From an optimization exercise on the open Yosys and OpenROAD flow, aimed at small area and a short achievable clock period; shortcuts taken in it are not production practice. At most, simulation tests tie the RTL to the original design; equivalence was not proved. For run 1, only the layout was checked, not whether the RTL still works. Power and IR drop assume default switching activity.

## flow/design.v (module list and top-level ports; edited modules follow where they fit)
// module SCPU: 716 lines
module SCPU(
    clk, rst_n, in_valid, instruction, MEM_out,
    busy, out_valid,
    out0, out1, out2, out3, out4, out5, out6, out7,
    out8, out9, out10, out11, out12, out13, out14, out15,
    WEN, ADDR, MEM_in
);
  // ...
==> flow/flow/run.sh <==
#!/bin/bash
# The standard layout (standard.sh, standard synthesis included), except that
# the input and output ports are buffered with plain buffers (buf_2) instead of
# the delay cells buffer_ports picks by default. The make output goes to
# standard.log; ORFS keeps each tool's own log under orfs/logs/.
set -euo pipefail
export BUFFER_PORTS_ARGS="-buffer_cell sky130_fd_sc_hd__buf_2"
bash standard.sh > standard.log 2>&1
==> flow/standard.sh <==
#!/bin/bash
# synth_recipe.tcl (not shown) runs the flow's synth.tcl, then flattens the netlist and writes it again
# the make line also repeats each setting of config.mk as NAME=value (left out here)
make -C /OpenROAD-flow-scripts/flow DESIGN_CONFIG=/design/flow/config.mk WORK_HOME=/design/flow/orfs CLKGATE_MAP_FILE= SYNTH_SCRIPT=/design/flow/synth_recipe.tcl "${@:-finish}"
==> flow/config.mk <==
export PLATFORM = sky130hd
export DESIGN_NAME = SCPU
export DESIGN_NICKNAME = SCPU
export VERILOG_FILES = /design/flow/design.v
export SDC_FILE = /design/flow/constraint.sdc
export NUM_CORES = 4
export LEC_CHECK = 0
export ABC_AREA = 1
export CAP_MARGIN = 20
export CORE_MARGIN = 2
export CORE_UTILIZATION = 40
export SETUP_SLACK_MARGIN = 4.1
export SLEW_MARGIN = 20
==> flow/constraint.sdc <==
create_clock -name core_clock -period 6.8 [get_ports {clk}]
set_input_delay 1.3600 -clock core_clock [delete_from_list [all_inputs] [get_ports {clk}]]
set_output_delay 1.3600 -clock core_clock [all_outputs]
set_load 0.01 [all_outputs]
==> flow_summary.rst, run 1 <==
.. list-table::
   :header-rows: 1

   * - Metric
     - Value
   * - Static Leakage
     - 0.0181 uW
   * - Final wirelength
     - 175,000 um
   * - Share of power burned in registers
     - 0.313
   * - Global-route track usage on met3
     - 0.112
   * - Launch instance of the worst min-delay path
     - l4[0]$_DFF_P_
   * - Post-synthesis register bit count
     - 554
   * - Synth Area in XOR/XNOR
     - 0.0468
   * - Detailed-route DRC error count
     - 0
   * - Num ports
     - 326
   * - Flip-flop count of the largest register, all copies and words added
     - 19
   * - End of the worst register-to-register path
     - B3[15]$_DFF_P_
   * - Simple-gate area share of the yosys netlist
     - 0.185
   * - Run status
     - timing/DRC/antenna clean
   * - Worst min-delay path class
     - reg2reg
   * - Setup slack, reg-to-reg
     - 4.02 ns
   * - Hold EP
     - l5[0]$_DFF_P_
   * - First-pass GRT wire length
     - 240,000 um
   * - Worst-path maximum fanout
     - 14
   * - Areal power density over the cells
     - 541 mW/mm2
   * - Complex-gate fraction of the synthesized area
     - 0.185
   * - Grt total ovfl
     - 0
   * - Gp weighted congestion
     - 1.07
   * - Number of sequential cells
     - 554
   * - Largest reg by FF count
     - i1
   * - Least-Margin Pin Slew
     - 1.17 ns
   * - Number of flops mapped to enable cells by yosys
     - 0
   * - Startpoint type of the worst setup path
     - flop
   * - Post-CTS Resized
     - 224
   * - Dominant cell by count in the synthesized netlist
     - sky130_fd_sc_hd__nand2_1
   * - Final TNS setup
     - 0 ns
   * - Violation count after the first detailed-routing iteration
     - 4,437
   * - Buffers plus inverters on the worst setup path
     - 2
   * - Net switching power figure
     - 10,300 uW
   * - Final Hold Fails
     - 0
   * - Die Outline Area
     - 0.0805 mm2
   * - Die height
     - 284 um
   * - Overall routing resource usage
     - 0.420
==> run 2, diff against run 1 <==
--- a/flow/design.v
+++ b/flow/design.v
@@ -54,17 +54,18 @@
 always @(posedge clk) rs_oh2 <= 16'd1 << i1[15:12];
 reg [15:0] rs_val;
 integer rs_i;
 always @(*) begin
     rs_val = 16'd0;
     for (rs_i = 0; rs_i < 16; rs_i = rs_i + 1)
         rs_val = rs_val | ({16{rs_oh2[rs_i]}} & rf[rs_i]);
 end
-wire [15:0] rt_oh2 = 16'd1 << rt2;
+reg [15:0] rt_oh2;
+always @(posedge clk) rt_oh2 <= 16'd1 << i1[11:8];
 reg [15:0] rt_val;
 integer rt_i;
 always @(*) begin
     rt_val = 16'd0;
     for (rt_i = 0; rt_i < 16; rt_i = rt_i + 1)
         rt_val = rt_val | ({16{rt_oh2[rt_i]}} & rf[rt_i]);
 end
 wire imm_op2 = (op2 == 3'b011) | (op2 == 3'b100);       
@@ -622,19 +623,272 @@
 wire n_48 = mq_75 ^ mq_74 ^ mq_73;
 wire n_49 = (mq_75 & mq_74) | (mq_73 & (mq_75 ^ mq_74));
 wire n_50 = mq_77 ^ mq_76 ^ 1'b1;
 wire n_51 = (mq_77 & mq_76) | (1'b1 & (mq_77 ^ mq_76));
 wire n_52 = mq_80 ^ mq_79 ^ mq_78;
 wire n_53 = (mq_80 & mq_79) | (mq_78 & (mq_80 ^ mq_79));
 wire n_54 = mq_81 ^ 1'b1;
 wire n_55 = mq_81 & 1'b1;
-wire [31:0] mrow0 = {1'b1, mq_82, n_54, n_52, n_50, n_48, n_46, n_44, n_42, n_40, n_38, n_36, n_34, n_32, n_30, n_28, n_26, n_24, n_22, n_20, n_18, n_16, n_14, n_12, n_10, n_8, n_6, n_4, n_2, mq_3, mq_2, mq_0};
-wire [31:0] mrow1 = {1'b0, n_55, n_53, n_51, n_49, n_47, n_45, n_43, n_41, n_39, n_37, n_35, n_33, n_31, n_29, n_27, n_25, n_23, n_21, n_19, n_17, n_15, n_13, n_11, n_9, n_7, n_5, n_3, n_1, n_0, 1'b0, mq_1};
-wire [31:0] prod4 = mrow0 + mrow1;
+wire n_56 = mq_0 ^ mq_1;
+wire n_57 = mq_2 ^ 1'b0;
+wire n_58 = mq_3 ^ n_0;
+wire n_59 = n_2 ^ n_1;
+wire n_60 = n_4 ^ n_3;
+wire n_61 = n_6 ^ n_5;
+wire n_62 = n_8 ^ n_7;
+wire n_63 = n_10 ^ n_9;
+wire n_64 = n_12 ^ n_11;
+wire n_65 = n_14 ^ n_13;
+wire n_66 = n_16 ^ n_15;
+wire n_67 = n_18 ^ n_17;
+wire n_68 = n_20 ^ n_19;
+wire n_69 = n_22 ^ n_21;
+wire n_70 = n_24 ^ n_23;
+wire n_71 = n_26 ^ n_25;
+wire n_72 = n_28 ^ n_27;
+wire n_73 = n_30 ^ n_29;
+wire n_74 = n_32 ^ n_31;
+wire n_75 = n_34 ^ n_33;
+wire n_76 = n_36 ^ n_35;
+wire n_77 = n_38 ^ n_37;
+wire n_78 = n_40 ^ n_39;
+wire n_79 = n_42 ^ n_41;
+wire n_80 = n_44 ^ n_43;
+wire n_81 = n_46 ^ n_45;
+wire n_82 = n_48 ^ n_47;
+wire n_83 = n_50 ^ n_49;
+wire n_84 = n_52 ^ n_51;
+wire n_85 = n_54 ^ n_53;
+wire n_86 = mq_82 ^ n_55;
+wire n_87 = 1'b1 ^ 1'b0;
+wire n_88 = mq_0 & mq_1;
+wire n_89 = mq_2 & 1'b0;
+wire n_90 = mq_3 & n_0;
+wire n_91 = n_2 & n_1;
+wire n_92 = n_4 & n_3;
+wire n_93 = n_6 & n_5;
+wire n_94 = n_8 & n_7;
+wire n_95 = n_10 & n_9;
+wire n_96 = n_12 & n_11;
+wire n_97 = n_14 & n_13;
+wire n_98 = n_16 & n_15;
+wire n_99 = n_18 & n_17;
+wire n_100 = n_20 & n_19;
+wire n_101 = n_22 & n_21;
+wire n_102 = n_24 & n_23;
+wire n_103 = n_26 & n_25;
+wire n_104 = n_28 & n_27;
+wire n_105 = n_30 & n_29;
+wire n_106 = n_32 & n_31;
+wire n_107 = n_34 & n_33;
+wire n_108 = n_36 & n_35;
+wire n_109 = n_38 & n_37;
+wire n_110 = n_40 & n_39;
+wire n_111 = n_42 & n_41;
+wire n_112 = n_44 & n_43;
+wire n_113 = n_46 & n_45;
+wire n_114 = n_48 & n_47;
+wire n_115 = n_50 & n_49;
+wire n_116 = n_52 & n_51;
+wire n_117 = n_54 & n_53;
+wire n_118 = mq_82 & n_55;
+wire n_119 = 1'b1 & 1'b0;
+wire n_120 = n_89 | (n_57 & n_88);
+wire n_121 = n_57 & n_56;
+wire n_122 = n_91 | (n_59 & n_90);
+wire n_123 = n_59 & n_58;
+wire n_124 = n_93 | (n_61 & n_92);
+wire n_125 = n_61 & n_60;
+wire n_126 = n_95 | (n_63 & n_94);
+wire n_127 = n_63 & n_62;
+wire n_128 = n_97 | (n_65 & n_96);
+wire n_129 = n_65 & n_64;
+wire n_130 = n_99 | (n_67 & n_98);
+wire n_131 = n_67 & n_66;
+wire n_132 = n_101 | (n_69 & n_100);
+wire n_133 = n_69 & n_68;
+wire n_134 = n_103 | (n_71 & n_102);
+wire n_135 = n_71 & n_70;
+wire n_136 = n_105 | (n_73 & n_104);
+wire n_137 = n_73 & n_72;
+wire n_138 = n_107 | (n_75 & n_106);
+wire n_139 = n_75 & n_74;
+wire n_140 = n_109 | (n_77 & n_108);
+wire n_141 = n_77 & n_76;
+wire n_142 = n_111 | (n_79 & n_110);
+wire n_143 = n_79 & n_78;
+wire n_144 = n_113 | (n_81 & n_112);
+wire n_145 = n_81 & n_80;
+wire n_146 = n_115 | (n_83 & n_114);
+wire n_147 = n_83 & n_82;
+wire n_148 = n_117 | (n_85 & n_116);
+wire n_149 = n_85 & n_84;
+wire n_150 = n_119 | (n_87 & n_118);
+wire n_151 = n_87 & n_86;
+wire n_152 = n_90 | (n_58 & n_120);
+wire n_153 = n_58 & n_121;
+wire n_154 = n_122 | (n_123 & n_120);
+wire n_155 = n_123 & n_121;
+wire n_156 = n_94 | (n_62 & n_124);
+wire n_157 = n_62 & n_125;
+wire n_158 = n_126 | (n_127 & n_124);
+wire n_159 = n_127 & n_125;
+wire n_160 = n_98 | (n_66 & n_128);
+wire n_161 = n_66 & n_129;
+wire n_162 = n_130 | (n_131 & n_128);
+wire n_163 = n_131 & n_129;
+wire n_164 = n_102 | (n_70 & n_132);
+wire n_165 = n_70 & n_133;
+wire n_166 = n_134 | (n_135 & n_132);
+wire n_167 = n_135 & n_133;
+wire n_168 = n_106 | (n_74 & n_136);
+wire n_169 = n_74 & n_137;
+wire n_170 = n_138 | (n_139 & n_136);
+wire n_171 = n_139 & n_137;
+wire n_172 = n_110 | (n_78 & n_140);
+wire n_173 = n_78 & n_141;
+wire n_174 = n_142 | (n_143 & n_140);
+wire n_175 = n_143 & n_141;
+wire n_176 = n_114 | (n_82 & n_144);
+wire n_177 = n_82 & n_145;
+wire n_178 = n_146 | (n_147 & n_144);
+wire n_179 = n_147 & n_145;
+wire n_180 = n_118 | (n_86 & n_148);
+wire n_181 = n_86 & n_149;
+wire n_182 = n_150 | (n_151 & n_148);
+wire n_183 = n_151 & n_149;
+wire n_184 = n_92 | (n_60 & n_154);
+wire n_185 = n_60 & n_155;
+wire n_186 = n_124 | (n_125 & n_154);
+wire n_187 = n_125 & n_155;
+wire n_188 = n_156 | (n_157 & n_154);
+wire n_189 = n_157 & n_155;
+wire n_190 = n_158 | (n_159 & n_154);
+wire n_191 = n_159 & n_155;
+wire n_192 = n_100 | (n_68 & n_162);
+wire n_193 = n_68 & n_163;
+wire n_194 = n_132 | (n_133 & n_162);
+wire n_195 = n_133 & n_163;
+wire n_196 = n_164 | (n_165 & n_162);
+wire n_197 = n_165 & n_163;
+wire n_198 = n_166 | (n_167 & n_162);
+wire n_199 = n_167 & n_163;
+wire n_200 = n_108 | (n_76 & n_170);
+wire n_201 = n_76 & n_171;
+wire n_202 = n_140 | (n_141 & n_170);
+wire n_203 = n_141 & n_171;
+wire n_204 = n_172 | (n_173 & n_170);
+wire n_205 = n_173 & n_171;
+wire n_206 = n_174 | (n_175 & n_170);
+wire n_207 = n_175 & n_171;
+wire n_208 = n_116 | (n_84 & n_178);
+wire n_209 = n_84 & n_179;
+wire n_210 = n_148 | (n_149 & n_178);
+wire n_211 = n_149 & n_179;
+wire n_212 = n_180 | (n_181 & n_178);
+wire n_213 = n_181 & n_179;
+wire n_214 = n_182 | (n_183 & n_178);
+wire n_215 = n_183 & n_179;
+wire n_216 = n_96 | (n_64 & n_190);
+wire n_217 = n_64 & n_191;
+wire n_218 = n_128 | (n_129 & n_190);
+wire n_219 = n_129 & n_191;
+wire n_220 = n_160 | (n_161 & n_190);
+wire n_221 = n_161 & n_191;
+wire n_222 = n_162 | (n_163 & n_190);
+wire n_223 = n_163 & n_191;
+wire n_224 = n_192 | (n_193 & n_190);
+wire n_225 = n_193 & n_191;
+wire n_226 = n_194 | (n_195 & n_190);
+wire n_227 = n_195 & n_191;
+wire n_228 = n_196 | (n_197 & n_190);
+wire n_229 = n_197 & n_191;
+wire n_230 = n_198 | (n_199 & n_190);
+wire n_231 = n_199 & n_191;
+wire n_232 = n_112 | (n_80 & n_206);
+wire n_233 = n_80 & n_207;
+wire n_234 = n_144 | (n_145 & n_206);
+wire n_235 = n_145 & n_207;
+wire n_236 = n_176 | (n_177 & n_206);
+wire n_237 = n_177 & n_207;
+wire n_238 = n_178 | (n_179 & n_206);
+wire n_239 = n_179 & n_207;
+wire n_240 = n_208 | (n_209 & n_206);
+wire n_241 = n_209 & n_207;
+wire n_242 = n_210 | (n_211 & n_206);
+wire n_243 = n_211 & n_207;
+wire n_244 = n_212 | (n_213 & n_206);
+wire n_245 = n_213 & n_207;
+wire n_246 = n_214 | (n_215 & n_206);
+wire n_247 = n_215 & n_207;
+wire n_248 = n_104 | (n_72 & n_230);
+wire n_249 = n_72 & n_231;
+wire n_250 = n_136 | (n_137 & n_230);
+wire n_251 = n_137 & n_231;
+wire n_252 = n_168 | (n_169 & n_230);
+wire n_253 = n_169 & n_231;
+wire n_254 = n_170 | (n_171 & n_230);
+wire n_255 = n_171 & n_231;
+wire n_256 = n_200 | (n_201 & n_230);
+wire n_257 = n_201 & n_231;
+wire n_258 = n_202 | (n_203 & n_230);
+wire n_259 = n_203 & n_231;
+wire n_260 = n_204 | (n_205 & n_230);
+wire n_261 = n_205 & n_231;
+wire n_262 = n_206 | (n_207 & n_230);
+wire n_263 = n_207 & n_231;
+wire n_264 = n_232 | (n_233 & n_230);
+wire n_265 = n_233 & n_231;
+wire n_266 = n_234 | (n_235 & n_230);
+wire n_267 = n_235 & n_231;
+wire n_268 = n_236 | (n_237 & n_230);
+wire n_269 = n_237 & n_231;
+wire n_270 = n_238 | (n_239 & n_230);
+wire n_271 = n_239 & n_231;
+wire n_272 = n_240 | (n_241 & n_230);
+wire n_273 = n_241 & n_231;
+wire n_274 = n_242 | (n_243 & n_230);
+wire n_275 = n_243 & n_231;
+wire n_276 = n_244 | (n_245 & n_230);
+wire n_277 = n_245 & n_231;
+wire n_278 = n_246 | (n_247 & n_230);
+wire n_279 = n_247 & n_231;
+wire n_280 = n_57 ^ n_88;
+wire n_281 = n_58 ^ n_120;
+wire n_282 = n_59 ^ n_152;
+wire n_283 = n_60 ^ n_154;
+wire n_284 = n_61 ^ n_184;
+wire n_285 = n_62 ^ n_186;
+wire n_286 = n_63 ^ n_188;
+wire n_287 = n_64 ^ n_190;
+wire n_288 = n_65 ^ n_216;
+wire n_289 = n_66 ^ n_218;
+wire n_290 = n_67 ^ n_220;
+wire n_291 = n_68 ^ n_222;
+wire n_292 = n_69 ^ n_224;
+wire n_293 = n_70 ^ n_226;
+wire n_294 = n_71 ^ n_228;
+wire n_295 = n_72 ^ n_230;
+wire n_296 = n_73 ^ n_248;
+wire n_297 = n_74 ^ n_250;
+wire n_298 = n_75 ^ n_252;
+wire n_299 = n_76 ^ n_254;
+wire n_300 = n_77 ^ n_256;
+wire n_301 = n_78 ^ n_258;
+wire n_302 = n_79 ^ n_260;
+wire n_303 = n_80 ^ n_262;
+wire n_304 = n_81 ^ n_264;
+wire n_305 = n_82 ^ n_266;
+wire n_306 = n_83 ^ n_268;
+wire n_307 = n_84 ^ n_270;
+wire n_308 = n_85 ^ n_272;
+wire n_309 = n_86 ^ n_274;
+wire n_310 = n_87 ^ n_276;
+wire [31:0] prod4 = {n_310, n_309, n_308, n_307, n_306, n_305, n_304, n_303, n_302, n_301, n_300, n_299, n_298, n_297, n_296, n_295, n_294, n_293, n_292, n_291, n_290, n_289, n_288, n_287, n_286, n_285, n_284, n_283, n_282, n_281, n_280, n_56};
 wire [15:0] resd_n = ld4 ? MEM_out : (mul4 ? prod4[31:16] : alu4);
 wire [15:0] resl_n = mul4 ? prod4[15:0] : {15'd0, ~alu4[0]};
 reg v5, wrd5, wrl5;
 reg [3:0] d5, l5;
 reg [15:0] resd5, resl5;
 always @(posedge clk or negedge rst_n)
     if (!rst_n) begin
         v5 <= 1'b0; wrd5 <= 1'b0; wrl5 <= 1'b0;
@@ -644,73 +898,91 @@
 always @(posedge clk) begin
     d5 <= d4;
     l5 <= l4;
     resd5 <= resd_n;
     resl5 <= resl_n;
 end
 always @(posedge clk or negedge rst_n)
     if (!rst_n) out_valid <= 1'b0; else out_valid <= v5;
+wire [15:0] l5_oh = {15'd0, wrl5} << l5;
+wire [15:0] d5_oh = {15'd0, wrd5} << d5;
+wire wl_0 = l5_oh[0];
+wire wd_0 = d5_oh[0] & ~l5_oh[0];
 always @(posedge clk or negedge rst_n)
     if (!rst_n) out0 <= 16'd0;
-    else if (wrl5 && l5 == 4'd0) out0 <= resl5;
-    else if (wrd5 && d5 == 4'd0) out0 <= resd5;
+    else out0 <= ({16{wl_0}} & resl5) | ({16{wd_0}} & resd5) | ({16{~(wl_0 | wd_0)}} & out0);
+wire wl_1 = l5_oh[1];
+wire wd_1 = d5_oh[1] & ~l5_oh[1];
 always @(posedge clk or negedge rst_n)
     if (!rst_n) out1 <= 16'd0;
-    else if (wrl5 && l5 == 4'd1) out1 <= resl5;
-    else if (wrd5 && d5 == 4'd1) out1 <= resd5;
+    else out1 <= ({16{wl_1}} & resl5) | ({16{wd_1}} & resd5) | ({16{~(wl_1 | wd_1)}} & out1);
+wire wl_2 = l5_oh[2];
+wire wd_2 = d5_oh[2] & ~l5_oh[2];
 always @(posedge clk or negedge rst_n)
     if (!rst_n) out2 <= 16'd0;
-    else if (wrl5 && l5 == 4'd2) out2 <= resl5;
-    else if (wrd5 && d5 == 4'd2) out2 <= resd5;
+    else out2 <= ({16{wl_2}} & resl5) | ({16{wd_2}} & resd5) | ({16{~(wl_2 | wd_2)}} & out2);
+wire wl_3 = l5_oh[3];
+wire wd_3 = d5_oh[3] & ~l5_oh[3];
 always @(posedge clk or negedge rst_n)
     if (!rst_n) out3 <= 16'd0;
-    else if (wrl5 && l5 == 4'd3) out3 <= resl5;
-    else if (wrd5 && d5 == 4'd3) out3 <= resd5;
+    else out3 <= ({16{wl_3}} & resl5) | ({16{wd_3}} & resd5) | ({16{~(wl_3 | wd_3)}} & out3);
+wire wl_4 = l5_oh[4];
+wire wd_4 = d5_oh[4] & ~l5_oh[4];
 always @(posedge clk or negedge rst_n)
     if (!rst_n) out4 <= 16'd0;
-    else if (wrl5 && l5 == 4'd4) out4 <= resl5;
-    else if (wrd5 && d5 == 4'd4) out4 <= resd5;
+    else out4 <= ({16{wl_4}} & resl5) | ({16{wd_4}} & resd5) | ({16{~(wl_4 | wd_4)}} & out4);
+wire wl_5 = l5_oh[5];
+wire wd_5 = d5_oh[5] & ~l5_oh[5];
 always @(posedge clk or negedge rst_n)
     if (!rst_n) out5 <= 16'd0;
-    else if (wrl5 && l5 == 4'd5) out5 <= resl5;
-    else if (wrd5 && d5 == 4'd5) out5 <= resd5;
+    else out5 <= ({16{wl_5}} & resl5) | ({16{wd_5}} & resd5) | ({16{~(wl_5 | wd_5)}} & out5);
+wire wl_6 = l5_oh[6];
+wire wd_6 = d5_oh[6] & ~l5_oh[6];
 always @(posedge clk or negedge rst_n)
     if (!rst_n) out6 <= 16'd0;
-    else if (wrl5 && l5 == 4'd6) out6 <= resl5;
-    else if (wrd5 && d5 == 4'd6) out6 <= resd5;
+    else out6 <= ({16{wl_6}} & resl5) | ({16{wd_6}} & resd5) | ({16{~(wl_6 | wd_6)}} & out6);
+wire wl_7 = l5_oh[7];
+wire wd_7 = d5_oh[7] & ~l5_oh[7];
 always @(posedge clk or negedge rst_n)
     if (!rst_n) out7 <= 16'd0;
-    else if (wrl5 && l5 == 4'd7) out7 <= resl5;
-    else if (wrd5 && d5 == 4'd7) out7 <= resd5;
+    else out7 <= ({16{wl_7}} & resl5) | ({16{wd_7}} & resd5) | ({16{~(wl_7 | wd_7)}} & out7);
+wire wl_8 = l5_oh[8];
+wire wd_8 = d5_oh[8] & ~l5_oh[8];
 always @(posedge clk or negedge rst_n)
     if (!rst_n) out8 <= 16'd0;
-    else if (wrl5 && l5 == 4'd8) out8 <= resl5;
-    else if (wrd5 && d5 == 4'd8) out8 <= resd5;
+    else out8 <= ({16{wl_8}} & resl5) | ({16{wd_8}} & resd5) | ({16{~(wl_8 | wd_8)}} & out8);
+wire wl_9 = l5_oh[9];
+wire wd_9 = d5_oh[9] & ~l5_oh[9];
 always @(posedge clk or negedge rst_n)
     if (!rst_n) out9 <= 16'd0;
-    else if (wrl5 && l5 == 4'd9) out9 <= resl5;
-    else if (wrd5 && d5 == 4'd9) out9 <= resd5;
+    else out9 <= ({16{wl_9}} & resl5) | ({16{wd_9}} & resd5) | ({16{~(wl_9 | wd_9)}} & out9);
+wire wl_10 = l5_oh[10];
+wire wd_10 = d5_oh[10] & ~l5_oh[10];
 always @(posedge clk or negedge rst_n)
     if (!rst_n) out10 <= 16'd0;
-    else if (wrl5 && l5 == 4'd10) out10 <= resl5;
-    else if (wrd5 && d5 == 4'd10) out10 <= resd5;
+    else out10 <= ({16{wl_10}} & resl5) | ({16{wd_10}} & resd5) | ({16{~(wl_10 | wd_10)}} & out10);
+wire wl_11 = l5_oh[11];
+wire wd_11 = d5_oh[11] & ~l5_oh[11];
 always @(posedge clk or negedge rst_n)
     if (!rst_n) out11 <= 16'd0;
-    else if (wrl5 && l5 == 4'd11) out11 <= resl5;
-    else if (wrd5 && d5 == 4'd11) out11 <= resd5;
+    else out11 <= ({16{wl_11}} & resl5) | ({16{wd_11}} & resd5) | ({16{~(wl_11 | wd_11)}} & out11);
+wire wl_12 = l5_oh[12];
+wire wd_12 = d5_oh[12] & ~l5_oh[12];
 always @(posedge clk or negedge rst_n)
     if (!rst_n) out12 <= 16'd0;
-    else if (wrl5 && l5 == 4'd12) out12 <= resl5;
-    else if (wrd5 && d5 == 4'd12) out12 <= resd5;
+    else out12 <= ({16{wl_12}} & resl5) | ({16{wd_12}} & resd5) | ({16{~(wl_12 | wd_12)}} & out12);
+wire wl_13 = l5_oh[13];
+wire wd_13 = d5_oh[13] & ~l5_oh[13];
 always @(posedge clk or negedge rst_n)
     if (!rst_n) out13 <= 16'd0;
-    else if (wrl5 && l5 == 4'd13) out13 <= resl5;
-    else if (wrd5 && d5 == 4'd13) out13 <= resd5;
+    else out13 <= ({16{wl_13}} & resl5) | ({16{wd_13}} & resd5) | ({16{~(wl_13 | wd_13)}} & out13);
+wire wl_14 = l5_oh[14];
+wire wd_14 = d5_oh[14] & ~l5_oh[14];
 always @(posedge clk or negedge rst_n)
     if (!rst_n) out14 <= 16'd0;
-    else if (wrl5 && l5 == 4'd14) out14 <= resl5;
-    else if (wrd5 && d5 == 4'd14) out14 <= resd5;
+    else out14 <= ({16{wl_14}} & resl5) | ({16{wd_14}} & resd5) | ({16{~(wl_14 | wd_14)}} & out14);
+wire wl_15 = l5_oh[15];
+wire wd_15 = d5_oh[15] & ~l5_oh[15];
 always @(posedge clk or negedge rst_n)
     if (!rst_n) out15 <= 16'd0;
-    else if (wrl5 && l5 == 4'd15) out15 <= resl5;
-    else if (wrd5 && d5 == 4'd15) out15 <= resd5;
+    else out15 <= ({16{wl_15}} & resl5) | ({16{wd_15}} & resd5) | ({16{~(wl_15 | wd_15)}} & out15);
 endmodule
==> flow/flow/run.sh (replaced) <==
#!/bin/bash
# The standard layout (standard.sh, standard synthesis included), except that
# the input and output ports are buffered with plain buffers (buf_1) instead of
# the delay cells buffer_ports picks by default. The make output goes to
# standard.log; ORFS keeps each tool's own log under orfs/logs/.
set -euo pipefail
export BUFFER_PORTS_ARGS="-buffer_cell sky130_fd_sc_hd__buf_1"
bash standard.sh > standard.log 2>&1
==> flow/config.mk (replaced) <==
export PLATFORM = sky130hd
export DESIGN_NAME = SCPU
export DESIGN_NICKNAME = SCPU
export VERILOG_FILES = /design/flow/design.v
export SDC_FILE = /design/flow/constraint.sdc
export NUM_CORES = 4
export LEC_CHECK = 0
export ABC_AREA = 1
export CAP_MARGIN = 20
export CORE_MARGIN = 2
export CORE_UTILIZATION = 40
export CTS_CLUSTER_DIAMETER = 100
export CTS_CLUSTER_SIZE = 16
export SETUP_SLACK_MARGIN = 4.0
export SLEW_MARGIN = 20
==> run 2 against run 1 <==
  * Worst setup slack lost 0.050 ns
  * Combinational power shrank 29%
  * Still clean
  * Clock-buffer cell count shrank 29
  * Synthesized cell count shrank 15%
  * Largest cell class unchanged
  * Sequential power shrank 9.3%
  * Die area shrank 2.9%
  * Largest power group unchanged
  * First-iteration DRC count shrank 8.1%
  * Critical path type is now reg2out
  * Power shrank 24%
  * Global-route usage shrank 6.9 points
==> flow_summary.rst, run 2 <==
.. list-table::
   :header-rows: 1

   * - Metric
     - Value
   * - Worst ir drop on vdd
     - 232 uV (was 242 uV)
   * - Highest cell delay on the worst timing path
     - 0.44 ns (was 0.57 ns)
   * - CP Data Required Time
     - 5.44 ns (was 7.27 ns)
   * - Area of the core region
     - 0.0756 mm2 (was 0.0775 mm2)
   * - Die Outline Area
     - 0.0781 mm2 (was 0.0805 mm2)
   * - Detailed-route DRC error count
     - 0 (unchanged)
   * - Total number of vias
     - 29,000 (was 33,300)
   * - Most common library cell in the layout ignoring fill and taps
     - sky130_fd_sc_hd__nand2_1 (unchanged)
   * - Detailed-route wire length on metal 1
     - 56,000 um (was 67,000 um)
   * - Main synth FF type
     - sky130_fd_sc_hd__dfxtp_1 (unchanged)
   * - Post-synthesis register bit count
     - 570 (was 554)
   * - Syn Area/Cell
     - 8.79 um2 (was 7.73 um2)
   * - Most used cells in the layout excluding fill and tap cells
     - sky130_fd_sc_hd__nand2_1, sky130_fd_sc_hd__buf_1, sky130_fd_sc_hd__inv_1 (was sky130_fd_sc_hd__nand2_1, sky130_fd_sc_hd__o21ai_0, sky130_fd_sc_hd__inv_1)
   * - Number of detailed-routing iterations run before antenna repair
     - 8 (was 6)
   * - Tmin final
     - 2.83 ns (was 2.78 ns)
   * - Final TNS setup
     - 0 ns (unchanged)
   * - Maximum clock frequency
     - 353 MHz (was 359 MHz)
   * - Arrival time reported for the critical path endpoint
     - 1.47 ns (was 3.26 ns)
   * - Startpoint type of the worst setup path
     - flop (unchanged)
   * - Largest reg by FF count
     - i1 (unchanged)
   * - Grt total ovfl
     - 0 (unchanged)
   * - Die height
     - 280 um (was 284 um)
   * - Areal power density over the cells
     - 455 mW/mm2 (was 541 mW/mm2)
   * - Post-synthesis net count
     - 3,688 (was 4,277)
   * - Worst setup path class
     - reg2out (was reg2reg)
   * - Initial Util
     - 0.402 (was 0.404)
   * - Area share of fa/ha/maj cells after synthesis
     - 0.102 (was 0.0968)
   * - Violation count after the first detailed-routing iteration
     - 4,076 (was 4,437)
   * - Final wirelength
     - 141,000 um (was 175,000 um)
   * - Length in cells of the worst reg-to-reg path
     - 4 (was 8)
   * - TritonCTS buffer count
     - 42 (was 67)
   * - Clock Skew
     - 0.0317 ns (was 0.0286 ns)
   * - Main combinational cell family by area after synthesis
     - simple AND/OR/NAND/NOR gates (was compound AO/OA/AOI/OAI gates)
   * - Max-slew headroom at the worst pin
     - 0.204 (was 0.219)
   * - First-pass GRT wire length
     - 198,000 um (was 240,000 um)
   * - HPWL Detailed
     - 105,000 um (was 134,000 um)
   * - Avg Vias per Cell
     - 6.13 (was 6.04)
   * - Final net count
     - 3,963 (was 4,638)
   * - Complex-gate fraction of the synthesized area
     - 0.174 (was 0.185)
   * - Root Buffer Master
     - sky130_fd_sc_hd__clkbuf_16 (unchanged)
   * - CP top delay family
     - flip-flops (was simple AND/OR/NAND/NOR gates)
   * - Least-Margin Pin Slew
     - 1.19 ns (was 1.17 ns)
   * - Post-synthesis instance total
     - 3,455 (was 4,048)
   * - Number of distinct library cell variants in the gate-level netlist after synthesis
     - 60 (was 47)
   * - Total standard cell area after synthesis
     - 0.0304 mm2 (was 0.0313 mm2)
   * - Sinks on Clock Net
     - 570 (was 554)
   * - Number of flops mapped to enable cells by yosys
     - 0 (unchanged)
   * - Dominant cell by count in the synthesized netlist
     - sky130_fd_sc_hd__nand2_1 (unchanged)
   * - Gp weighted congestion
     - 1.01 (was 1.07)
   * - Buffers plus inverters on the worst setup path
     - 1 (was 2)
   * - Run status
     - timing/DRC/antenna clean (unchanged)
   * - Simple-gate area share of the yosys netlist
     - 0.179 (was 0.185)
   * - Tcrit/Tclk final
     - 0.417 (was 0.410)
   * - Proportion of synthesized flip-flops having asynchronous set or reset
     - 0.472 (was 0.486)
   * - CTS tree
     - yes (unchanged)
   * - Worst-path maximum fanout
     - 4 (was 14)
   * - Overall routing resource usage
     - 0.351 (was 0.420)
   * - Clock slew at reported path FFs
     - 0.08 ns (was 0.06 ns)
   * - CP max-delay cell
     - sky130_fd_sc_hd__dfrtp_1 (was sky130_fd_sc_hd__dfxtp_2)
   * - Via count of the first global-routing pass
     - 26,900 (was 30,900)
   * - Final count of pins violating max slew
     - 0 (unchanged)
   * - Crit path setup slack, layout
     - 3.97 ns (was 4.02 ns)
   * - # fillers
     - 7,392 (was 7,669)
   * - Worst-case clock buffer depth
     - 3 (unchanged)
   * - Critical path depth
     - 1 (was 8)
   * - Flip-flop count of the largest register, all copies and words added
     - 19 (unchanged)
   * - Max Used Layer
     - met5 (unchanged)
   * - Cell types with the largest area share after synthesis
     - sky130_fd_sc_hd__dfrtp_1, sky130_fd_sc_hd__dfxtp_1, sky130_fd_sc_hd__nand2_1, sky130_fd_sc_hd__fa_1, sky130_fd_sc_hd__o221ai_1 (was sky130_fd_sc_hd__dfrtp_1, sky130_fd_sc_hd__dfxtp_1, sky130_fd_sc_hd__nand2_1, sky130_fd_sc_hd__o21ai_0, sky130_fd_sc_hd__inv_1)
   * - Synth cell count leaders
     - sky130_fd_sc_hd__nand2_1, sky130_fd_sc_hd__inv_1, sky130_fd_sc_hd__dfxtp_1, sky130_fd_sc_hd__dfrtp_1, sky130_fd_sc_hd__o221ai_1 (was sky130_fd_sc_hd__nand2_1, sky130_fd_sc_hd__inv_1, sky130_fd_sc_hd__o21ai_0, sky130_fd_sc_hd__nor2_1, sky130_fd_sc_hd__dfxtp_1)
   * - H-tree Lvls
     - 2 (was 3)
   * - Post-Place Worst Slack
     - 3.46 ns (was 3.51 ns)
   * - Pin count of the biggest net entering global routing
     - 123 (was 154)
   * - Count of final setup violators
     - 0 (unchanged)
   * - Clock latency on the worst-skew pair
     - 0.61 ns (was 0.63 ns)
   * - Die X
     - 280 um (was 284 um)
   * - Row count
     - 101 (was 102)
   * - Number of maximum-capacitance violations
     - 0 (unchanged)
   * - Met3 wire length
     - 16,900 um (was 21,000 um)
   * - Initial antenna violation count
     - 2 (was 12)
   * - Met2 routed WL
     - 59,200 um (was 75,300 um)
   * - Number of buffers added on ports
     - 324 (unchanged)
   * - Setup repair after global routing missed its margin
     - true (unchanged)
   * - Portion of synthesized cell area occupied by the leading cell type
     - 0.221 (was 0.214)
   * - List of cells traversed by the critical path
     - buf_1 (was inv_2 > nand3_1 > inv_2 > nand2_1 > nand4_1 > nor2_1 > nor2b_1 > o21ai_0)
   * - Fraction of the yosys area taken by sequential cells
     - 0.420 (was 0.398)
   * - Worst hold path cell count
     - 0 (unchanged)
   * - Library cell occupying the most area in the post-synthesis netlist
     - sky130_fd_sc_hd__dfrtp_1 (unchanged)
   * - Num ports
     - 326 (unchanged)
   * - Worst min-delay path class
     - reg2reg (unchanged)
   * - Layout cells sized above 1
     - 0.116 (was 0.209)
   * - Ys Warns
     - 1 (unchanged)
   * - Static Leakage
     - 0.0152 uW (was 0.0181 uW)
   * - Post-synthesis mux area share
     - 0.00111 (was 0.000720)
   * - Final Hold Fails
     - 0 (unchanged)
   * - Layout overhead on the synthesized area
     - 13.8% (was 22.1%)
   * - Critical path capture point type
     - output port (was flop)
   * - Routed Antenna Nets
     - 0 (unchanged)
   * - DR WL/cell
     - 29.7 um (was 31.8 um)
   * - Synth Area in XOR/XNOR
     - 0.0482 (was 0.0468)
-- run 2: worst paths after layout --
| kind | start | end | slack, ns |
|---|---|---|---|
| worst max-delay path | out5[4]$_DFF_PN0_ | out5[4] | 3.97 |
| worst min-delay path | i1[2]$_DFF_P_ | imm2[2]$_DFF_P_ | 0.33 |
| worst max register to register | l5[3]$_DFF_P_ | out4[13]$_DFF_PN0_ | 3.99 |
| worst min register to register | i1[2]$_DFF_P_ | imm2[2]$_DFF_P_ | 0.33 |
| max in group asynchronous | rst_n | out12[15]$_DFF_PN0_ | 4.61 |
| min in group asynchronous | rst_n | out9[8]$_DFF_PN0_ | 0.86 |
-- run 2: kinds of logic (layout without fill, tap and decap cells) --
logic type               after synthesis  after routing
XOR/XNOR                             167            167
flip-flops                           570            570
other                                  1              2
adder cells (fa/ha/maj)              195            195
buffers and inverters                561            862
multiplexers                           3              3
AO/OA/AOI/OAI                        665            665
AND/OR/NAND/NOR                     1293           1293
-- run 2: layout make-up --
class                      count  area, um2  share of cell area
inverter                     361       1470              0.0426
multi-input combinational   2324      15700               0.455
sequential                   570      12800               0.372
tap                          978       1220              0.0354
timing repair buffer         431       2090              0.0605
clock inverter                 3       36.3             0.00105
clock buffer                  67       1180              0.0340
antenna                        1       2.50           0.0000724
-- run 2: where the power goes --
group	total, uW	internal, uW	switching (uW)
logic	7370	2670	4700
registers	5870	4340	1530
clock network	2470	1190	1280
total	15700	8210	7510
-- run 2: per-layer routing --
metal / vias to the layer above / global-route usage
met4: 2 / 0.182
met1: 14200 / 0.474
met2: 2035 / 0.512
met5: - / 0
met3: 399 / 0.0992
li1: 12300 / -
-- run 2: timing repair --
item	4_1_cts	5_1_grt
pin swaps	6	28
resized for setup	73	95
hold buffers	0	0
buffers inserted	34	52
hold endpoints to repair	0	0
setup endpoints to repair	57	70
-- run 2: stage by stage --
stage | instance area (um2) | hold slack, ns | util | power, uW | std cells
2_1_floorplan | 30400 | 0.310 | - | 9590 | 3455
3_3_place_gp | 32000 | 0.310 | 0.424 | 12400 | 4576
3_5_place_dp | 32000 | 0.312 | 0.424 | 12500 | 4576
4_1_cts | 33700 | 0.328 | 0.446 | 15100 | 4680
5_1_grt | 34500 | 0.331 | 0.457 | 16600 | 4734
6_report | 34500 | 0.327 | 0.457 | 15700 | 4735
==> run 3, diff against run 2 <==
--- a/flow/config.mk
+++ b/flow/config.mk
@@ -11,4 +11,2 @@
 export CORE_UTILIZATION = 40
-export CTS_CLUSTER_DIAMETER = 100
-export CTS_CLUSTER_SIZE = 16
 export SETUP_SLACK_MARGIN = 4.0
==> run 3 against run 2 <==
  * Clock power up 43%
  * Clock skew grew 0.012 ns
  * Critical path depth rose by 3
  * Combinational power barely moved
  * Cell count is 0.82% higher
  * Fmax up 0.56%
  * Global-route usage is 0.088 points higher
  * Sequential cell count did not move
  * Non-clock buffer count is 6 lower
  * Largest cell class unchanged
  * Synthesized cell count did not move
  * Power up 6.8%
  * Worst setup slack improved by 0.016 ns
==> flow_summary.rst, run 3 <==
.. list-table::
   :header-rows: 1

   * - Metric
     - Value
   * - # hold bufs at CTS
     - 0 (unchanged)
   * - Synth Area in XOR/XNOR
     - 0.0482 (unchanged)
   * - Ys Warns
     - 1 (unchanged)
   * - Length in cells of the worst reg-to-reg path
     - 4 (unchanged)
   * - Tmin final
     - 2.82 ns (was 2.83 ns)
   * - TritonCTS buffer count
     - 61 (was 42)
   * - Area share of fa/ha/maj cells after synthesis
     - 0.102 (unchanged)
   * - Complex-gate fraction of the synthesized area
     - 0.174 (unchanged)
   * - Clock latency on the worst-skew pair
     - 0.66 ns (was 0.61 ns)
   * - Overall routing resource usage
     - 0.352 (was 0.351)
   * - Placed Cells incl. Taps
     - 4,576 (unchanged)
   * - Largest reg by FF count
     - i1 (unchanged)
   * - Routed Antenna Nets
     - 0 (unchanged)
   * - End of the worst register-to-register path
     - out4[13]$_DFF_PN0_ (unchanged)
   * - Areal power density over the cells
     - 474 mW/mm2 (was 455 mW/mm2)
   * - GR met1 Demand/Resource
     - 0.474 (about the same)
   * - Worst setup path class
     - reg2reg (was reg2out)
   * - First-pass GRT wire length
     - 199,000 um (was 198,000 um)
   * - Clock Skew
     - 0.0435 ns (was 0.0317 ns)
   * - Proportion of synthesized flip-flops having asynchronous set or reset
     - 0.472 (unchanged)
   * - Count of final setup violators
     - 0 (unchanged)
   * - Setup slack, reg-to-reg
     - 3.98 ns (was 3.99 ns)
   * - H-tree Lvls
     - 2 (unchanged)
   * - HPWL Detailed
     - 105,000 um (unchanged)
   * - Net switching power figure
     - 7700 uW (was 7510 uW)
   * - Die Outline Area
     - 0.0781 mm2 (unchanged)
   * - Static Leakage
     - 0.0156 uW (was 0.0152 uW)
   * - Main combinational cell family by area after synthesis
     - simple AND/OR/NAND/NOR gates (unchanged)
   * - Root Buffer Master
     - sky130_fd_sc_hd__clkbuf_16 (unchanged)
   * - Layout cells sized above 1
     - 0.128 (was 0.116)
   * - Number of detailed-routing iterations run before antenna repair
     - 8 (unchanged)
   * - Number of flops mapped to enable cells by yosys
     - 0 (unchanged)
   * - Post-synthesis instance total
     - 3,455 (unchanged)
   * - Detailed-route DRC error count
     - 0 (unchanged)
   * - Die X
     - 280 um (unchanged)
   * - Fraction of the yosys area taken by sequential cells
     - 0.420 (unchanged)
   * - Via count of the first global-routing pass
     - 27,100 (was 26,900)
   * - Portion of synthesized cell area occupied by the leading cell type
     - 0.221 (unchanged)
   * - Gp weighted congestion
     - 1.01 (unchanged)
   * - Violation count after the first detailed-routing iteration
     - 4,074 (was 4,076)
   * - Final net count
     - 3,976 (was 3,963)
   * - Internal
     - 9090 uW (was 8210 uW)
   * - Main synth FF type
     - sky130_fd_sc_hd__dfxtp_1 (unchanged)
   * - Avg Vias per Cell
     - 6.09 (was 6.13)
   * - Worst min-delay path class
     - reg2reg (unchanged)
   * - Post-synthesis mux area share
     - 0.00111 (unchanged)
   * - Global-route track usage on met3
     - 0.103 (was 0.0992)
   * - Part of the total power dissipated in the clock network
     - 0.210 (was 0.157)
   * - Number of maximum-capacitance violations
     - 0 (unchanged)
   * - Met2 usage
     - 0.516 (was 0.512)
   * - Non-filler instance count after layout
     - 4,774 (was 4,735)
   * - Post-synthesis net count
     - 3,688 (unchanged)
   * - Total number of vias
     - 29,100 (was 29,000)
   * - Worst-path maximum fanout
     - 18 (was 4)
   * - Grt total ovfl
     - 0 (unchanged)
   * - Final TNS setup
     - 0 ns (unchanged)
   * - Comb power frac
     - 0.440 (was 0.469)
   * - Hold EP
     - d5[2]$_DFF_P_ (was imm2[2]$_DFF_P_)
   * - Max-slew headroom at the worst pin
     - 0.191 (was 0.204)
   * - Startpoint type of the worst setup path
     - flop (unchanged)
   * - Num ports
     - 326 (unchanged)
   * - Initial Util
     - 0.402 (unchanged)
   * - Final Hold Fails
     - 0 (unchanged)
   * - Most common library cell in the layout ignoring fill and taps
     - sky130_fd_sc_hd__nand2_1 (unchanged)
   * - Tcrit/Tclk final
     - 0.415 (was 0.417)
   * - Post-synthesis register bit count
     - 570 (unchanged)
   * - Highest cell delay on the worst timing path
     - 0.75 ns (was 0.44 ns)
   * - Least-Margin Pin Slew
     - 1.21 ns (was 1.19 ns)
   * - Total standard cell area after synthesis
     - 0.0304 mm2 (unchanged)
   * - Worst ir drop on vdd
     - 222 uV (was 232 uV)
   * - Design Power
     - 16,800 uW (was 15,700 uW)
   * - Most used cells in the layout excluding fill and tap cells
     - sky130_fd_sc_hd__nand2_1, sky130_fd_sc_hd__buf_1, sky130_fd_sc_hd__inv_1 (unchanged)
   * - Final count of pins violating max slew
     - 0 (unchanged)
   * - Synth cell count leaders
     - sky130_fd_sc_hd__nand2_1, sky130_fd_sc_hd__inv_1, sky130_fd_sc_hd__dfxtp_1, sky130_fd_sc_hd__dfrtp_1, sky130_fd_sc_hd__o221ai_1 (unchanged)
   * - Number of buffers added on ports
     - 324 (unchanged)
   * - DR WL/cell
     - 29.6 um (was 29.7 um)
   * - CP Data Required Time
     - 7.31 ns (was 5.44 ns)
   * - Layer with the highest usage
     - met2 (unchanged)
   * - Simple-gate area share of the yosys netlist
     - 0.179 (unchanged)
   * - Setup repair after global routing missed its margin
     - true (unchanged)
   * - Die height
     - 280 um (unchanged)
   * - Hold Slack
     - 0.317 ns (was 0.327 ns)
   * - Initial antenna violation count
     - 2 (unchanged)
   * - Final wirelength
     - 141,000 um (about the same)
   * - List of cells traversed by the critical path
     - inv_2 > nand3_2 > nand2_1 > o221ai_1 (was buf_1)
   * - Dominant cell by count in the synthesized netlist
     - sky130_fd_sc_hd__nand2_1 (unchanged)
   * - Library cell occupying the most area in the post-synthesis netlist
     - sky130_fd_sc_hd__dfrtp_1 (unchanged)
   * - Pin count of the biggest net entering global routing
     - 123 (unchanged)
   * - Flip-flop count of the largest register, all copies and words added
     - 19 (unchanged)
   * - Maximum clock frequency
     - 355 MHz (was 353 MHz)
   * - CP max-delay cell
     - sky130_fd_sc_hd__nand2_1 (was sky130_fd_sc_hd__dfrtp_1)
   * - Critical path capture point type
     - flop (was output port)
   * - Clock slew at reported path FFs
     - 0.06 ns (was 0.08 ns)
   * - Number of distinct library cell variants in the gate-level netlist after synthesis
     - 60 (unchanged)
   * - Syn Area/Cell
     - 8.79 um2 (unchanged)
   * - R2r startpoint
     - l5[3]$_DFF_P_ (unchanged)
   * - Switching power as a share of total power
     - 0.459 (was 0.478)
   * - Final standard cell utilization of the core
     - 0.469 (was 0.457)
   * - CTS tree
     - yes (unchanged)
   * - Sinks on Clock Net
     - 570 (unchanged)
   * - Arrival time reported for the critical path endpoint
     - 3.33 ns (was 1.47 ns)
   * - Layout overhead on the synthesized area
     - 16.7% (was 13.8%)
   * - Worst-case clock buffer depth
     - 3 (unchanged)
   * - Row count
     - 101 (unchanged)
   * - Share of power burned in registers
     - 0.350 (was 0.374)
   * - Run status
     - timing/DRC/antenna clean (unchanged)
   * - Worst hold path cell count
     - 0 (unchanged)
   * - Cell types with the largest area share after synthesis
     - sky130_fd_sc_hd__dfrtp_1, sky130_fd_sc_hd__dfxtp_1, sky130_fd_sc_hd__nand2_1, sky130_fd_sc_hd__fa_1, sky130_fd_sc_hd__o221ai_1 (unchanged)
   * - Area of the core region
     - 0.0756 mm2 (unchanged)
   * - Launch instance of the worst min-delay path
     - d4[2]$_DFF_P_ (was i1[2]$_DFF_P_)
run 3: cell counts after synthesis:
Identical to the previous run, type by type.
run 3: per-layer routing:
metal  wire length [um]  share of wire
met3              17700           0.13
met2              59200           0.42
met5                 27        0.00019
met1              55300           0.39
met4               9060          0.064
run 3: worst max-delay path by stage:
stage | startpoint | endpoint | slack, ns | cells after the start
after floorplan | A3[4]$_DFF_P_ | mq_48$_DFF_P_ | 4.08 | 8
after global placement | rs_oh2[0]$_SDFF_PP0_ | ADDR[12]$_DFF_P_ | 3.52 | 15
after detailed placement | rs_oh2[0]$_SDFF_PP0_ | ADDR[12]$_DFF_P_ | 3.46 | 15
after CTS | rs_oh2[15]$_SDFF_PN0_ | ADDR[12]$_DFF_P_ | 3.99 | 15
after global routing | rs_oh2[14]$_SDFF_PN0_ | ADDR[12]$_DFF_P_ | 3.90 | 15
final | l5[3]$_DFF_P_ | out4[13]$_DFF_PN0_ | 3.98 | 4
run 3: stage by stage:
stage / setup WS, ns / cell area (um2)
3_5_place_dp: 3.46 / 32000
2_1_floorplan: 4.08 / 30400
3_3_place_gp: 3.52 / 32000
5_1_grt: 3.90 / 35400
6_report: 3.98 / 35400
4_1_cts: 3.99 / 34600
run 3: cells by family (layout without fill, tap and decap cells):
| family | count (synthesis) | after routing |
|---|---|---|
| other cells | 1 | 2 |
| mux | 3 | 3 |
| buf+inv | 561 | 901 |
| simple gates | 1293 | 1293 |
| compound gates | 665 | 665 |
| fa+ha+maj | 195 | 195 |
| flops | 570 | 570 |
| xor+xnor | 167 | 167 |
run 3: layout make-up:
type / count / area (um2)
Timing Repair Buffer: 425 / 2060
Clock buffer: 89 / 1840
Tap cell: 978 / 1220
Multi-Input combinational cell: 2324 / 15700
Antenna cell: 1 / 2.50
Fill cell: 7302 / 40200
Sequential cell: 570 / 12800
Inverter: 361 / 1480
Clock inverter: 26 / 287
run 3: worst max-delay path: cells and delay by family (launching register included):
kind,cells,cell delay (ns)
flops,1,0.67
buf+inv,1,0.24
simple gates,2,1.27
compound gates,1,0.48
run 3: what timing repair did:
item,in CTS,in global routing
setup buffers,32,48
gates resized for setup,77,96
pin swaps,6,25
setup endpoints to repair,63,76
run 3: power by group through the flow:
stage                     Combinational (uW)  Clock [uW]  Sequential [uW]
after global placement                  6600           0             5790
after detailed placement                6710           0             5790
final                                   7380        3520             5880
after CTS                               6870        3540             5760
after global routing                    8150        3680             5880
after floorplan                         4320           0             5270

==> static timing again, ports no longer ideal <==
Ports are ideal in the flow. The routed layouts listed here were re-timed in OpenROAD.
Step 1 (the two cells are an assumption about what drives the block):
set clk [get_ports {clk}]
set_driving_cell -lib_cell sky130_fd_sc_hd__clkbuf_16 $clk
set_driving_cell -lib_cell sky130_fd_sc_hd__buf_2 [delete_from_list [all_inputs] $clk]
Step 2 adds t to the input delays and takes it off the output delays; t is the mean of the earliest and latest rising clock arrival at the registers after step 1. Input paths then give back, and output paths get back, about the clock's delay inside the block.
Slacks: no drivers / after step 1 / after step 2; pairs: no drivers / after step 1.
| run | t (ns) | slack for setup (ns) | hold WS [ns] | worst slew at a driven data input, ns |
|---|---|---|---|---|
| run 1 | 0.684 | 4.015 / 4.015 / 4.015 | 0.325 / 0.325 / 0.325 | 0.05 |
| run 2 | 0.664 | 3.965 / 3.898 / 3.987 | 0.327 / 0.327 / 0.327 | 0.07 |
| run 3 | 0.702 | 3.981 / 3.919 / 3.981 | 0.317 / 0.317 / 0.317 | 0.07 |
After both steps every run listed still meets setup and hold.
